From an optimization exercise on the open Yosys and OpenROAD flow, aimed at small area and a short achievable clock period; shortcuts taken in it are not production practice. The RTL of this run was laid out without a check of its function. Power and IR drop assume default switching activity.

`config.mk`:
```
export PLATFORM = sky130hd
export DESIGN_NAME = calculator
export DESIGN_NICKNAME = calculator
export VERILOG_FILES = /design/flow/design.v
export SDC_FILE = /design/flow/constraint.sdc
export NUM_CORES = 8
export LEC_CHECK = 0
export CAP_MARGIN = 20
export CORE_MARGIN = 2
export CORE_UTILIZATION = 40
export SLEW_MARGIN = 20
```
`constraint.sdc`:
```
create_clock -name core_clock -period 160.0 [get_ports {CLK100MHZ}]
set_input_delay 32.0000 -clock core_clock [delete_from_list [all_inputs] [get_ports {CLK100MHZ}]]
set_output_delay 32.0000 -clock core_clock [all_outputs]
set_load 0.01 [all_outputs]
```
`design.v`:
```
`timescale 1ns / 1ps
module clock_divider(
    input  logic clk_in,
    input  logic rst,       
    output logic clk_out    
    );
    logic [4:0] counter;
    always_ff @(posedge clk_in) begin
        if (rst || counter == 5'd19) counter <= '0;
        else                         counter <= counter + 5'd1;
    end
    assign clk_out = (counter == 5'd9);
endmodule
`timescale 1ns / 1ps
module dd_add3(input logic [3:0] x, output logic [3:0] y);
    assign y[3] = x[3] | (x[2] & (x[1] | x[0]));
    assign y[2] = (x[3] & x[0]) | (x[2] & ~x[1] & ~x[0]);
    assign y[1] = (x[1] & ~x[2]) | (x[1] & x[0]) | (x[3] & ~x[0]);
    assign y[0] = (x[0] & ~x[2] & ~x[3]) | (~x[0] & (x[3] | (x[2] & x[1])));
endmodule
module bin32_to_bcd #(parameter NBITS = 31, parameter NDIG = 8) (
    input  logic [NBITS-1:0] binary,
    output logic [4*NDIG-1:0] bcd
    );
    logic [4*NDIG-1:0] st [0:NBITS];
    assign st[0] = '0;
    genvar k, j;
    generate
        for (k = 0; k < NBITS; k++) begin : g_stage
            logic [4*NDIG-1:0] corr;
            for (j = 0; j < NDIG; j++) begin : g_dig
                if (((64'd1 << k) - 1) >= (64'd5 * (64'd10 ** j)))
                    dd_add3 u (.x(st[k][4*j +: 4]), .y(corr[4*j +: 4]));
                else
                    assign corr[4*j +: 4] = st[k][4*j +: 4];
            end
            assign st[k+1] = {corr[4*NDIG-2:0], binary[NBITS-1-k]};
        end
    endgenerate
    assign bcd = st[NBITS];
endmodule
`timescale 1ns / 1ps
module seven_segment(
    input  logic [3:0] sw_in,
    output logic [7:0] out
    );
    always_comb begin
        case (sw_in)           
            4'h0: out = 8'b11000000;
            4'h1: out = 8'b11111001;
            4'h2: out = 8'b10100100;
            4'h3: out = 8'b10110000;
            4'h4: out = 8'b10011001;
            4'h5: out = 8'b10010010;
            4'h6: out = 8'b10000010;
            4'h7: out = 8'b11111000;
            4'h8: out = 8'b10000000;
            4'h9: out = 8'b10010000;
            default: out = 8'bxxxxxxxx;
        endcase
    end
endmodule
`timescale 1ns / 1ps
module cl_fa(input logic a, b, c, output logic s, co);
    assign s  = a ^ b ^ c;
    assign co = (a & b) | (a & c) | (b & c);
endmodule
module cl_mul16(
    input  logic [15:0] x, y,
    output logic [31:0] p
    );
    logic [15:0] s [0:15];
    logic [15:0] c [0:15];
    genvar i, j;
    generate
        for (j = 0; j < 16; j++) begin : g_r0
            assign s[0][j] = x[j] & y[0];
            assign c[0][j] = 1'b0;
        end
        for (i = 1; i < 16; i++) begin : g_row
            for (j = 0; j < 16; j++) begin : g_col
                logic hi;
                if (j == 15) assign hi = 1'b0; else assign hi = s[i-1][j+1];
                cl_fa f (.a(x[j] & y[i]), .b(hi), .c(c[i-1][j]), .s(s[i][j]), .co(c[i][j]));
            end
        end
        for (i = 0; i < 16; i++) begin : g_lo
            assign p[i] = s[i][0];
        end
    endgenerate
    logic [15:0] rc;
    generate
        for (j = 0; j < 15; j++) begin : g_fin
            logic ci;
            if (j == 0) assign ci = 1'b0; else assign ci = rc[j-1];
            cl_fa f (.a(s[15][j+1]), .b(c[15][j]), .c(ci), .s(p[16+j]), .co(rc[j]));
        end
    endgenerate
    assign p[31] = rc[14] | c[15][15];
endmodule
module cl_div16(
    input  logic [15:0] n, d,
    output logic [15:0] q
    );
    logic [15:0] hz;    
    assign hz[15] = 1'b1;
    genvar k, j;
    generate
        for (k = 14; k >= 0; k--) begin : g_hz
            assign hz[k] = hz[k+1] & ~d[k+1];
        end
    endgenerate
    logic [15:0] r [0:16];   
    assign r[0] = '0;
    generate
        for (k = 0; k < 16; k++) begin : g_row
            logic [k:0] t;       
            logic [k:0] df;
            logic [k+1:0] cy;    
            if (k == 0) assign t = n[15];
            else        assign t = {r[k][k-1:0], n[15-k]};
            assign cy[0] = 1'b1;
            for (j = 0; j <= k; j++) begin : g_b
                cl_fa f (.a(t[j]), .b(~d[j]), .c(cy[j]), .s(df[j]), .co(cy[j+1]));
            end
            assign q[15-k] = cy[k+1] & hz[k];
            assign r[k+1] = q[15-k] ? {{(15-k){1'b0}}, df} : {{(15-k){1'b0}}, t};
        end
    endgenerate
endmodule
module calculator(
    input logic CLK100MHZ,
    input logic RST,      
    input logic [15:0] SW,
    input logic BTNU,  
    input logic BTND,  
    input logic BTNL,  
    input logic BTNR,  
    input logic BTNC,  
    output logic [7:0] AN,       
    output logic [7:0] out       
    );
    logic tick;
    clock_divider clk_div_inst (.clk_in(CLK100MHZ), .rst(RST), .clk_out(tick));
    localparam logic [1:0] IDLE = 2'd0, OPB = 2'd1, RES = 2'd2;
    logic [1:0] state;
    logic [3:0] op;
    logic [2:0] hist;
    logic       a_neg;
    logic [15:0] a_mag;
    logic       r_neg;
    logic [30:0] r_mag;
    logic [19:0] refresh;
    logic any_op, press;
    assign any_op = BTNU | BTND | BTNL | BTNR;
    assign press  = tick & (hist[2:1] == 2'b01);
    logic [15:0] sw_mag;
    assign sw_mag = SW[15] ? (~SW + 16'd1) : SW;
    logic [31:0] prod;
    logic [15:0] quot;
    cl_mul16 u_mul (.x(a_mag), .y(sw_mag), .p(prod));
    cl_div16 u_div (.n(a_mag), .d(sw_mag), .q(quot));
    logic eff_sub, geq;
    logic [16:0] as_sum;
    logic [16:0] as_mag;
    assign eff_sub = a_neg ^ SW[15] ^ op[1];
    assign geq = (a_mag >= sw_mag);
    assign as_sum = eff_sub ? ({1'b0, a_mag} + {1'b1, ~sw_mag} + {16'd0, geq})
                            : ({1'b0, a_mag} + {1'b0, sw_mag});
    assign as_mag = eff_sub ? {1'b0, as_sum[15:0] ^ {16{~geq}}} : as_sum;
    logic sw_nz;
    assign sw_nz = |SW;
    logic [30:0] res_mag;
    logic        res_neg;
    always_comb begin
        res_mag = '0;
        res_neg = 1'b0;
        if (op[0] | op[1]) begin
            res_mag = {14'd0, as_mag};
            res_neg = eff_sub ? (geq ? a_neg : ~a_neg) : a_neg;
        end else if (op[2]) begin
            res_mag = prod[30:0];
            res_neg = a_neg ^ SW[15];
        end else if (op[3]) begin
            res_mag = {15'd0, quot & {16{sw_nz}}};
            res_neg = a_neg ^ SW[15];
        end
    end
    always_ff @(posedge CLK100MHZ) begin
        if (RST) begin
            state <= IDLE;
            hist  <= '0;
            op    <= '0;
        end else if (tick) begin
            hist <= {hist[1:0], any_op | BTNC};
            if (press) begin
                if      (BTNU) op <= 4'b0001;
                else if (BTND) op <= 4'b0010;
                else if (BTNL) op <= 4'b0100;
                else if (BTNR) op <= 4'b1000;
                case (state)
                    IDLE: if (any_op) state <= OPB;
                    OPB:  if (BTNC)   state <= RES;
                    RES:              state <= IDLE;
                    default: ;
                endcase
            end
        end
    end
    always_ff @(posedge CLK100MHZ) begin
        if (!RST && press && state == IDLE && any_op) begin
            a_neg <= SW[15];
            a_mag <= sw_mag;
        end
        if (!RST && press && state == OPB && BTNC) begin
            r_neg <= res_neg;
            r_mag <= res_mag;
        end
    end
    always_ff @(posedge CLK100MHZ) begin
        if (RST) refresh <= '0;
        else     refresh <= refresh + 20'd1;
    end
    logic [2:0] d;
    assign d = refresh[19:17];
    logic is_res;
    assign is_res = (state == RES);
    logic [30:0] val;
    assign val = is_res ? r_mag : {15'd0, sw_mag};
    logic neg;
    assign neg = is_res ? (r_neg & (|r_mag)) : SW[15];
    logic [31:0] bcd;
    bin32_to_bcd #(.NBITS(31), .NDIG(8)) u_bcd (.binary(val), .bcd(bcd));
    logic [3:0] nib;
    assign nib = bcd[4*d +: 4];
    logic [7:0] seg;
    seven_segment u_seg (.sw_in(nib), .out(seg));
    always_comb begin
        AN = 8'hFF;
        AN[d] = 1'b0;
        out = (d == 3'd7 && neg) ? 8'b10111111 : seg;
    end
endmodule
```
`run.sh`:
```
#!/bin/bash
# synth_recipe.tcl (not shown) runs the flow's synth.tcl, then flattens the netlist and writes it again
# the make line also repeats each setting of config.mk as NAME=value (left out here)
make -C /OpenROAD-flow-scripts/flow DESIGN_CONFIG=/design/flow/config.mk WORK_HOME=/design/flow/orfs CLKGATE_MAP_FILE= SYNTH_SCRIPT=/design/flow/synth_recipe.tcl finish
```
==> results.tsv <==
metric	value	unit
status	finished clean	
filler instances	8928	
CTS sink cnt	83	
worst min-delay path category	reg2reg	
Synth area leader	fa_1	
fraction of registers with async set/reset	0	%
top cells by area in the synthesized netlist	fa_1 (19%), nor2_1 (5.7%), nand2_1 (4.7%)	
Final Non-Filler Cells	5515	
delay-heaviest family, CP	adder cells	
clk slew on worst S/H paths	0.07	ns
crit-path max cell delay	0.60	ns
largest family of logic cells by synthesized area	compound AO/OA/AOI/OAI gates	
DRT Wirelength	107	mm
vias	35000	
pre-CTS setup slack	68.29	ns
CTS tree	yes	
Yosys Warn Count	13	
GRT overflow	0	
first-pass GRT wire length	174	mm
post-synthesis compound-gate area fraction	31.4	%
Synth cell types	153	
Slew Viols, Final	0	
Nets	4805	
starting density of the core	40.2	%
Worst-Skew Late Latency	0.38	ns
post-synth top area share	18.7	%
Tcrit/Tclk final	57.2	%
drt first pass iters	6	
DRC	0	
I/O pin count	39	
Post-CTS Setup Bufs	0	
Final Hold Vio Count	0	
Num CTS Buffers	9	
Worst EP arrival	91.71	ns
initial antenna violation count	1	
clk buf depth	2	
gp weighted congestion	0.954	
commonest non-fill, non-tap cell in the layout	nor2_1	
Worst slew margin	21.3	%
ANT nets after route	0	
core area	86300	sq um
root buf cell	clkbuf_16	
Post-CTS Hold Fix Bufs	0	
fin crit period	91.49	ns
Worst Path Max Fanout	17	
post-synthesis register bit count	83	
number of synthesized flops with an enable pin	49	
f_max	10.9	MHz
Worst Tran Pin Value	1.18	ns
Avg Vias per Cell	6.34	
critical path required time	160.21	ns
Die W	298	um
cell repeated most along the worst path	fa_1	
RSZ-0062 raised after global routing	no	
final worst slack	68.51	ns
fraction of layout cells with a size suffix above 1	9.61	%
GRT Overall Usage	23.3	%
commonest non-fill, non-tap cells in the layout	nor2_1 (524), nand2_1 (431), fa_1 (324)	
final setup fails	0	
mux share of post-synthesis cell area	6.37	%
drt wl/cell	19.3	um
# rows	108	
clock skew	0.0119	ns
max-cap violations	0	
Syn Nets	4962	
largest vdd supply drop	0.0340	mV
ANT cells	0	
CTS H-tree lvls	3	
worst path bufs/invs	5	
critical path endpoint category	flop	
die area	89100	sq um
DP Area	35800	sq um
number of global-route vias before repair	32100	
die height	298	um
syn_area_per_cell	7.69	sq um
PostCTS Resize Cnt	0	
worst setup path class	in2reg	
1st-iter DRT viols	3354	
Post-Synth Adder-Cell Area	23.4	%
XOR/XNOR Fraction of Synth Area	2.72	%
final core occ	41.8	%
count of input and output buffers	37	
crit start category	primary input	
slowest CP cell	nand2_1	
register area share after synthesis	6.20	%
mapped cell area	34700	sq um
Pwr Density	14.3	nW/um^2
HPWL Detailed	80.7	mm
Finished Cell Area	36100	sq um
Area Overhead vs Synth	4.13	%
Post-Synth Simple-Gate Area	23.7	%
pin count of the biggest net entering global routing	55	
placed cells	5498	
Post-Syn Instances	4512	
static leakage	13.9	nW
Main synth FF type	edfxtp_1	
setup TNS	0	ns
[final timing paths]
check | startpoint | end | slack [ns] | depth (start not counted)
worst max-delay path | SW[2] | r_mag[0] | 68.51 | 178
worst min-delay path | refresh[0] | refresh[0] | 0.44 | 1
worst max register to register | a_mag[15] | r_mag[0] | 103.72 | 163
worst min register to register | refresh[0] | refresh[0] | 0.44 | 1
[cell usage after synthesis, types with 41 or more instances]
cell type / instances
o221ai_1: 41
o21a_1: 61
o21ai_1: 57
nand2_1: 431
buf_2: 59
a211oi_1: 67
edfxtp_1: 49
o21ai_0: 231
o211ai_1: 62
inv_1: 211
nor3_1: 151
clkbuf_1: 167
mux2_2: 102
a31oi_1: 51
ha_1: 103
mux2i_1: 85
a21o_1: 58
nor4_1: 54
fa_1: 324
nand4_1: 43
nand3_1: 171
xnor2_1: 72
a21oi_1: 235
and2_1: 54
nor2_1: 524
[cells by family (layout without fill, tap and decap cells)]
logic type / count (synthesis) / in the layout
simple gates: 1702 / 1702
buf+inv: 499 / 347
compound gates: 1458 / 1458
mux: 201 / 201
other cells: 1 / 1
fa+ha+maj: 461 / 461
flops: 83 / 83
xor+xnor: 107 / 107
[power breakdown]
group          switching, W  internal (W)
sequential      0.000000103     0.0000226
combinational      0.000266      0.000205
clock             0.0000102     0.0000125
[final cells by class]
cell class,instances,area [sq um],share of cell area [%]
clock buffer,11,275,0.762
clock inverter,5,37.5,0.104
inverter,219,822,2.28
multi-input combinational,3930,30500,84.3
sequential,83,2150,5.96
tap,1155,1450,4.00
timing repair buffer,112,926,2.56
[through the flow]
| stage | hold slack (ns) | power (W) |
|---|---|---|
| finish | 0.444 | 0.000517 |
| global route | 0.456 | 0.000593 |
| CTS | 0.451 | 0.000523 |
| detailed placement | 0.441 | 0.000492 |
| global placement | 0.428 | 0.000492 |
| floorplan | 0.413 | 0.000368 |
[registers in the layout, indices dropped and copies added (netlist names)]
| register | flops |
|---|---|
| op | 4 |
| r_mag | 31 |
| a_neg | 1 |
| hist | 3 |
| r_neg | 1 |
| a_mag | 16 |
| state | 2 |
| refresh | 20 |
| clk_div_inst.counter | 5 |
[routing by layer]
layer / wire, um / track usage, % / vias up
met5: 13 / 0 / -
met4: 2760 / 6.31 / 2
met3: 6400 / 2.28 / 143
met2: 46600 / 36.1 / 1241
met1: 50800 / 34.4 / 17100
li1: - / - / 16500

[separate check: timing with driven ports]
The results above use ideal ports. As a check the final layout listed here was re-extracted and re-timed, cells and wires unchanged. Step 1 assumes that a clkbuf_16 drives the clock port and a buf_2 every other input. Step 2, shift: input delay + t, output delay - t, t = (earliest + latest rising clock arrival at the registers) / 2. This alone moves slack from input paths to output paths. Slacks: no drivers / after step 1 / after step 2; pairs: no drivers / after step 1.
shift t [ns]: 0.441
slack for setup (ns): 68.506 / 68.549 / 68.108
hold slack, ns: 0.444 / 0.444 / 0.444
worst setup path at the end: input to register
clock arrival spread, ns: 0.016 / 0.016
After both steps this run still meets setup and hold. For this run, drivers alone change the setup slack by +0.043 ns; drivers and shift together by -0.398 ns.
